From an optimization exercise on the open Yosys and OpenROAD flow, aimed at small area; shortcuts taken in it are not production practice. Where RTL was checked, it was by simulation tests only, not by an equivalence proof against the original. The clock port is modelled as an ideal driver; clocking choices that lean on that would not hold on a real chip.

## P
// dvi_tx_parallel
module dvi_tx_parallel (
	input  wire       clk,
	input  wire       rst_n,
	input  wire       en,
	input  wire [7:0] r,
	input  wire [7:0] g,
	input  wire [7:0] b,
	output wire       rgb_rdy,
	output wire [9:0] tmds2,
	output wire [9:0] tmds1,
	output wire [9:0] tmds0
);
Settings: LEC_CHECK=0, CAP_MARGIN=20, CORE_MARGIN=2, CORE_UTILIZATION=40, SLEW_MARGIN=20; clock period 6.0 ns.
standard.sh (not shown) runs the stock make flow with config.mk's settings and CLKGATE_MAP_FILE= SYNTH_SCRIPT=/design/flow/synth_recipe.tcl, a recipe that flattens the netlist after the stock synthesis.
==> flow/flow/run.sh <==
#!/bin/bash
# Layout flow: the standard flow, with an area-oriented synthesis (ABC's
# area mapper, no separate full/half-adder mapping), unit-size port buffers and
# a clock tree of small buffers without dummy loads.
set -euo pipefail
W=$(pwd)

# A private copy of ORFS's scripts that differs only in the ABC script used
# when ABC_AREA is 1.
rm -rf "$W/scripts_area"
cp -r "$FLOW_HOME/scripts" "$W/scripts_area"
cp "$W/flow/abc_area.script" "$W/scripts_area/abc_area.script"

bash standard.sh SCRIPTS_DIR="$W/scripts_area" ABC_AREA=1 ADDER_MAP_FILE= synth > "$W/synth.log" 2>&1

bash standard.sh \
	BUFFER_PORTS_ARGS="-buffer_cell sky130_fd_sc_hd__buf_1" \
	CTS_ARGS="-sink_clustering_enable -repair_clock_nets -buf_list {sky130_fd_sc_hd__clkbuf_8 sky130_fd_sc_hd__clkbuf_2} -dont_use_dummy_load -sink_clustering_size 24 -sink_clustering_max_diameter 80" \
	finish > "$W/layout.log" 2>&1
==> flow/flow/abc_area.script <==
strash
dch -f
amap
topo
stime -c
Relative to P, the following input files were edited for Q:
--- a/flow/flow/run.sh
+++ b/flow/flow/run.sh
@@ -18 +18 @@
-	CTS_ARGS="-sink_clustering_enable -repair_clock_nets -buf_list {sky130_fd_sc_hd__clkbuf_8 sky130_fd_sc_hd__clkbuf_2} -dont_use_dummy_load -sink_clustering_size 24 -sink_clustering_max_diameter 80" \
+	CTS_ARGS="-sink_clustering_enable -repair_clock_nets -buf_list \"sky130_fd_sc_hd__clkbuf_8 sky130_fd_sc_hd__clkbuf_2\" -dont_use_dummy_load -sink_clustering_size 24 -sink_clustering_max_diameter 80" \
==> comparison <==
Q terminated abnormally: clock tree synthesis reported STA-0564. As far as number of enable-type register cells in the synthesized netlist goes, P and Q are indistinguishable; the numbers are identical. Q -> P: share of flip-flops with an asynchronous set or reset after synthesis delta 0, exact match. Diff P..Q | minimum setup slack after placement | unchanged. As far as total placed cells including tap cells is concerned, Q and P perform about the same. Cell count after synthesis of Q is on par with P.
Setup changes, Q to R
--- a/flow/flow/run.sh
+++ b/flow/flow/run.sh
@@ -18 +18 @@
-	CTS_ARGS="-sink_clustering_enable -repair_clock_nets -buf_list \"sky130_fd_sc_hd__clkbuf_8 sky130_fd_sc_hd__clkbuf_2\" -dont_use_dummy_load -sink_clustering_size 24 -sink_clustering_max_diameter 80" \
+	CTS_ARGS="-sink_clustering_enable -repair_clock_nets -buf_list sky130_fd_sc_hd__clkbuf_4 -dont_use_dummy_load" \
- R completed every stage of the flow, and the final layout passed the timing, DRC and antenna checks.
- As far as number of placement rows goes, R and Q are indistinguishable; the numbers are identical.
- From Q to R, top-level I/O count did not move at all.
- Re placed instance area: no difference whatsoever between R and Q.
No run of this note included a check of the RTL's function; only the layout flow was run.


dvi_tx_parallel, a different RTL version from the one above (not shown whole).
Size: about 580 cells after synthesis, roughly 110 flip-flops, roughly 58 I/O pins.
==> flow/config.mk <==
export PLATFORM = sky130hd
export DESIGN_NAME = dvi_tx_parallel
export DESIGN_NICKNAME = dvi_tx_parallel
export VERILOG_FILES = /design/flow/design.v
export SDC_FILE = /design/flow/constraint.sdc
export NUM_CORES = 4
export LEC_CHECK = 0
export CAP_MARGIN = 20
export CORE_MARGIN = 2
export CORE_UTILIZATION = 70
export SLEW_MARGIN = 20
==> flow/constraint.sdc <==
create_clock -name core_clock -period 6.0 [get_ports {clk}]
set_input_delay 1.2000 -clock core_clock [delete_from_list [all_inputs] [get_ports {clk}]]
set_output_delay 1.2000 -clock core_clock [all_outputs]
set_load 0.01 [all_outputs]
==> flow/flow/run.sh <==
#!/bin/bash
# Layout flow: the standard flow, with an area-oriented synthesis (the
# logic mapped by each of the ABC scripts flow/abc_*.script, keeping the
# smallest, with no separate full/half-adder mapping), unit-size port buffers
# and a clock tree of small buffers without dummy loads, where each buffer
# whose output slew comes out high is then upsized (flow/post_cts.tcl).
set -euo pipefail
W=$(pwd)

# A private copy of ORFS's scripts whose synth.tcl calls my_abc_best
# (flow/abc_best.tcl) in place of its single abc call.
rm -rf "$W/scripts_area"
cp -r "$FLOW_HOME/scripts" "$W/scripts_area"
grep -q '^  log_cmd abc {\*}\$abc_args$' "$W/scripts_area/synth.tcl"
sed -i 's|^  log_cmd abc {\*}\$abc_args$|  source '"$W"'/flow/abc_best.tcl; my_abc_best $abc_args|' "$W/scripts_area/synth.tcl"
export FLOW_ABC_DIR="$W/flow"

bash standard.sh SCRIPTS_DIR="$W/scripts_area" ABC_AREA=1 ADDER_MAP_FILE= synth > "$W/synth.log" 2>&1

bash standard.sh \
	BUFFER_PORTS_ARGS="-buffer_cell sky130_fd_sc_hd__buf_1" \
	CTS_ARGS="-sink_clustering_enable -repair_clock_nets -buf_list sky130_fd_sc_hd__clkbuf_4 -dont_use_dummy_load" \
	POST_CTS_TCL="$W/flow/post_cts.tcl" \
	finish > "$W/layout.log" 2>&1
==> flow/flow/post_cts.tcl <==
proc my_clock_buffer_slew { name } {
  set pin [get_pins $name/X]
  set s 0
  foreach rf {rise fall} {
    set v [get_property $pin slew_max_$rf]
    if {$v > $s} { set s $v }
  }
  return $s
}

proc my_upsize_clock_buffers {} {
  set limit [expr {[info exists ::env(FLOW_CLK_SLEW)] ? $::env(FLOW_CLK_SLEW) : 0.1}]
  set sizes {sky130_fd_sc_hd__buf_6 sky130_fd_sc_hd__clkbuf_8 sky130_fd_sc_hd__buf_8 sky130_fd_sc_hd__clkbuf_16}
  estimate_parasitics -placement
  set bufs {}
  foreach inst [[ord::get_db_block] getInsts] {
    set m [[$inst getMaster] getName]
    if {![string match "sky130_fd_sc_hd__clkbuf_*" $m]} { continue }
    set net [[$inst findITerm X] getNet]
    if {$net eq "NULL" || [$net getSigType] ne "CLOCK"} { continue }
    lappend bufs [$inst getName]
  }
  set changed 0
  foreach name $bufs {
    set s [my_clock_buffer_slew $name]
    if {$s <= $limit} { continue }
    foreach cell $sizes {
      replace_cell [get_cells $name] [get_lib_cells $cell]
      estimate_parasitics -placement
      set s2 [my_clock_buffer_slew $name]
      if {$s2 <= $limit} { break }
    }
    incr changed
    puts "my_upsize_clock_buffers: $name slew $s -> $cell, slew $s2"
  }
  if {$changed > 0} {
    detailed_placement
  }
}
my_upsize_clock_buffers
Other scripts of this flow, unchanged in this note and not shown: flow/flow/abc_1.script, flow/flow/abc_2.script, flow/flow/abc_3.script, flow/flow/abc_4.script, flow/flow/abc_5.script, flow/flow/abc_6.script, flow/flow/abc_best.tcl
The baseline produced a clean layout.
Change:
--- a/flow/flow/post_cts.tcl
+++ b/flow/flow/post_cts.tcl
@@ -12,3 +12,4 @@
   set limit [expr {[info exists ::env(FLOW_CLK_SLEW)] ? $::env(FLOW_CLK_SLEW) : 0.1}]
-  set sizes {sky130_fd_sc_hd__buf_6 sky130_fd_sc_hd__clkbuf_8 sky130_fd_sc_hd__buf_8 sky130_fd_sc_hd__clkbuf_16}
+  set root_limit [expr {[info exists ::env(FLOW_CLK_ROOT_SLEW)] ? $::env(FLOW_CLK_ROOT_SLEW) : 0.25}]
+  set sizes {sky130_fd_sc_hd__buf_6 sky130_fd_sc_hd__clkbuf_8 sky130_fd_sc_hd__buf_8 sky130_fd_sc_hd__buf_12 sky130_fd_sc_hd__clkbuf_16}
   estimate_parasitics -placement
@@ -24,4 +25,12 @@
   foreach name $bufs {
+    # Only the clock pins' slew is limited: a buffer that drives no register
+    # may have a slower output.
+    set lim $limit
+    set leaf 0
+    foreach it [[[[[ord::get_db_block] findInst $name] findITerm X] getNet] getITerms] {
+      if {[[$it getMTerm] getName] eq "CLK"} { set leaf 1 }
+    }
+    if {!$leaf} { set lim $root_limit }
     set s [my_clock_buffer_slew $name]
-    if {$s <= $limit} { continue }
+    if {$s <= $lim} { continue }
     foreach cell $sizes {
@@ -30,3 +39,3 @@
       set s2 [my_clock_buffer_slew $name]
-      if {$s2 <= $limit} { break }
+      if {$s2 <= $lim} { break }
     }
=>
- setup slack degrades by 0.14 ns
- cell count is unchanged
- routed wire length decreases by about 0.4%
- core utilization decreases by 0.28 points
- synthesized cell count is unchanged
- clock skew increases by 0.011 ns
- clock-buffer cell count is unchanged
- register-to-register slack hardly moves


the previous run:
Another version of the RTL of dvi_tx_parallel (not shown whole).
Size in the first run: roughly 890 cells after synthesis, roughly 120 flip-flops.
// dvi_tx_parallel
module dvi_tx_parallel (
	input  wire       clk,
	input  wire       rst_n,
	input  wire       en,
	input  wire [7:0] r,
	input  wire [7:0] g,
	input  wire [7:0] b,
	output wire       rgb_rdy,
	output wire [9:0] tmds2,
	output wire [9:0] tmds1,
	output wire [9:0] tmds0
);
wire hsync, vsync, den;
dvi_timing inst_dvi_timing (
	.clk   (clk),
	.rst_n (rst_n),
	.en    (en),
	.vsync (vsync),
	.hsync (hsync),
	.den   (den)
);
assign rgb_rdy = den;
reg started;
reg den1, den2, den3;
reg [1:0] c1, c2;
always @ (posedge clk or negedge rst_n) begin
	if (!rst_n) begin
		started <= 1'b0;
		{den3, den2, den1} <= 3'b000;
		{c2, c1} <= 4'd0;
	end else begin
		started <= 1'b1;
		{den3, den2, den1} <= {den2, den1, den};
		{c2, c1} <= {c1, vsync, hsync};
	end
end
reg [1:0] c3;
always @ (posedge clk)
	c3 <= c2;
reg  [23:0] p1, p2;
reg  [8:0]  m2, m1, m0;
wire [8:0]  m2_nxt, m1_nxt, m0_nxt;
tmds_minimise min2 (.d(p2[23:16]), .q_m(m2_nxt));
tmds_minimise min1 (.d(p2[15:8]),  .q_m(m1_nxt));
tmds_minimise min0 (.d(p2[7:0]),   .q_m(m0_nxt));
always @ (posedge clk) begin
	p1 <= {r, g, b};
	p2 <= p1;
	m2 <= m2_nxt;
	m1 <= m1_nxt;
	m0 <= m0_nxt;
end
reg  [3:0] imb2, imb1, imb0;
wire [3:0] imb2_nxt, imb1_nxt, imb0_nxt;
wire [9:0] e2, e1, e0;
tmds_balance bal2 (.q_m(m2), .imb(imb2), .q(e2), .imb_next(imb2_nxt));
tmds_balance bal1 (.q_m(m1), .imb(imb1), .q(e1), .imb_next(imb1_nxt));
tmds_balance bal0 (.q_m(m0), .imb(imb0), .q(e0), .imb_next(imb0_nxt));
always @ (posedge clk) begin
	imb2 <= den3 ? imb2_nxt : 4'd0;
	imb1 <= den3 ? imb1_nxt : 4'd0;
	imb0 <= den3 ? imb0_nxt : 4'd0;
end
  ...
Settings: LEC_CHECK=0, ABC_AREA=1, CAP_MARGIN=20, CORE_MARGIN=2, CORE_UTILIZATION=40, CTS_BUF_LIST=sky130_fd_sc_hd__clkbuf_2 sky130_fd_sc_hd__clkbuf_4 sky130_fd_sc_hd__clkbuf_8, CTS_CLUSTER_DIAMETER=100, CTS_CLUSTER_SIZE=30, SLEW_MARGIN=20; clock period 6.0 ns.
run.sh (not shown) runs the stock make flow with config.mk's settings and CLKGATE_MAP_FILE= SYNTH_SCRIPT=/design/flow/synth_recipe.tcl, a recipe that flattens the netlist after the stock synthesis.
Stock flow here: none of the scripts above is used.
The previous run ended with every stage complete and zero timing, DRC or antenna violations.
Input-level comparison between the current run and the previous run:
diff --git a/flow/config.mk b/flow/config.mk
--- a/flow/config.mk
+++ b/flow/config.mk
@@ -10,6 +10,3 @@
 export CORE_MARGIN = 2
 export CORE_UTILIZATION = 40
-export CTS_BUF_LIST = sky130_fd_sc_hd__clkbuf_2 sky130_fd_sc_hd__clkbuf_4 sky130_fd_sc_hd__clkbuf_8
-export CTS_CLUSTER_DIAMETER = 100
-export CTS_CLUSTER_SIZE = 30
 export SLEW_MARGIN = 20
Results
The current run: PASS, flow complete, no timing, DRC or antenna violations. Comparing the current run with the previous run, the count of placed standard cells in the final layout, fillers left out came out essentially unchanged. Between the previous run and the current run, the flow reports number of non-clock buffers decreasing slightly. tmds0[9] as the end point of the critical path was reported by the previous run, and tmds2[1] by the current run. The previous run → the current run: clock transition time at the flip-flop clock pins of the worst setup and hold paths has remained practically unchanged; fraction of standard cell area in multi-input logic has decreased; minimum period implied by the final worst setup slack has increased; worst hold slack has remained practically unchanged. Changes observed in the current run relative to the previous run: worst setup slack went down 0.17 ns; register share of the cell area went down; post-route standard cell area excluding fillers rose by about 2.2%.
No functional check of the RTL was part of any run of this note.

==> what the ideal ports hide <==
No port has a modelled driver above. Below, the same layouts with a new extraction and two added sets of constraints.
Step 1 assumes that a clkbuf_16 drives the clock port and a buf_2 every other input.
Step 2 moves the port delays by t, midway between the first and last clock arrival at a register: inputs arrive t later, outputs are due t later. That takes back most of the time a late clock gives input paths.
Slacks: ideal / step 1 / step 2; pairs: ideal / step 1.
run	shift t [ns]	setup WS [ns]	hold slack, ns	worst setup path at the end	cell pins on the clock port's net
P	0.448	0.600 / 0.565 / 1.013	0.316 / 0.316 / 0.316	register to output	1
R	0.527	0.689 / 0.657 / 1.184	0.310 / 0.310 / 0.310	register to output	1
the first run of note 2	0.349	0.803 / 0.767 / 1.115	0.314 / 0.314 / 0.314	register to output	1
the second run of note 2	0.474	0.666 / 0.636 / 1.110	0.315 / 0.315 / 0.315	register to output	1
the previous run	0.460	0.232 / 0.200 / 0.660	0.320 / 0.320 / 0.320	register to output	1
the current run	0.447	0.059 / 0.022 / 0.469	0.318 / 0.318 / 0.318	register to output	1
After both steps setup and hold are still met in every run listed.
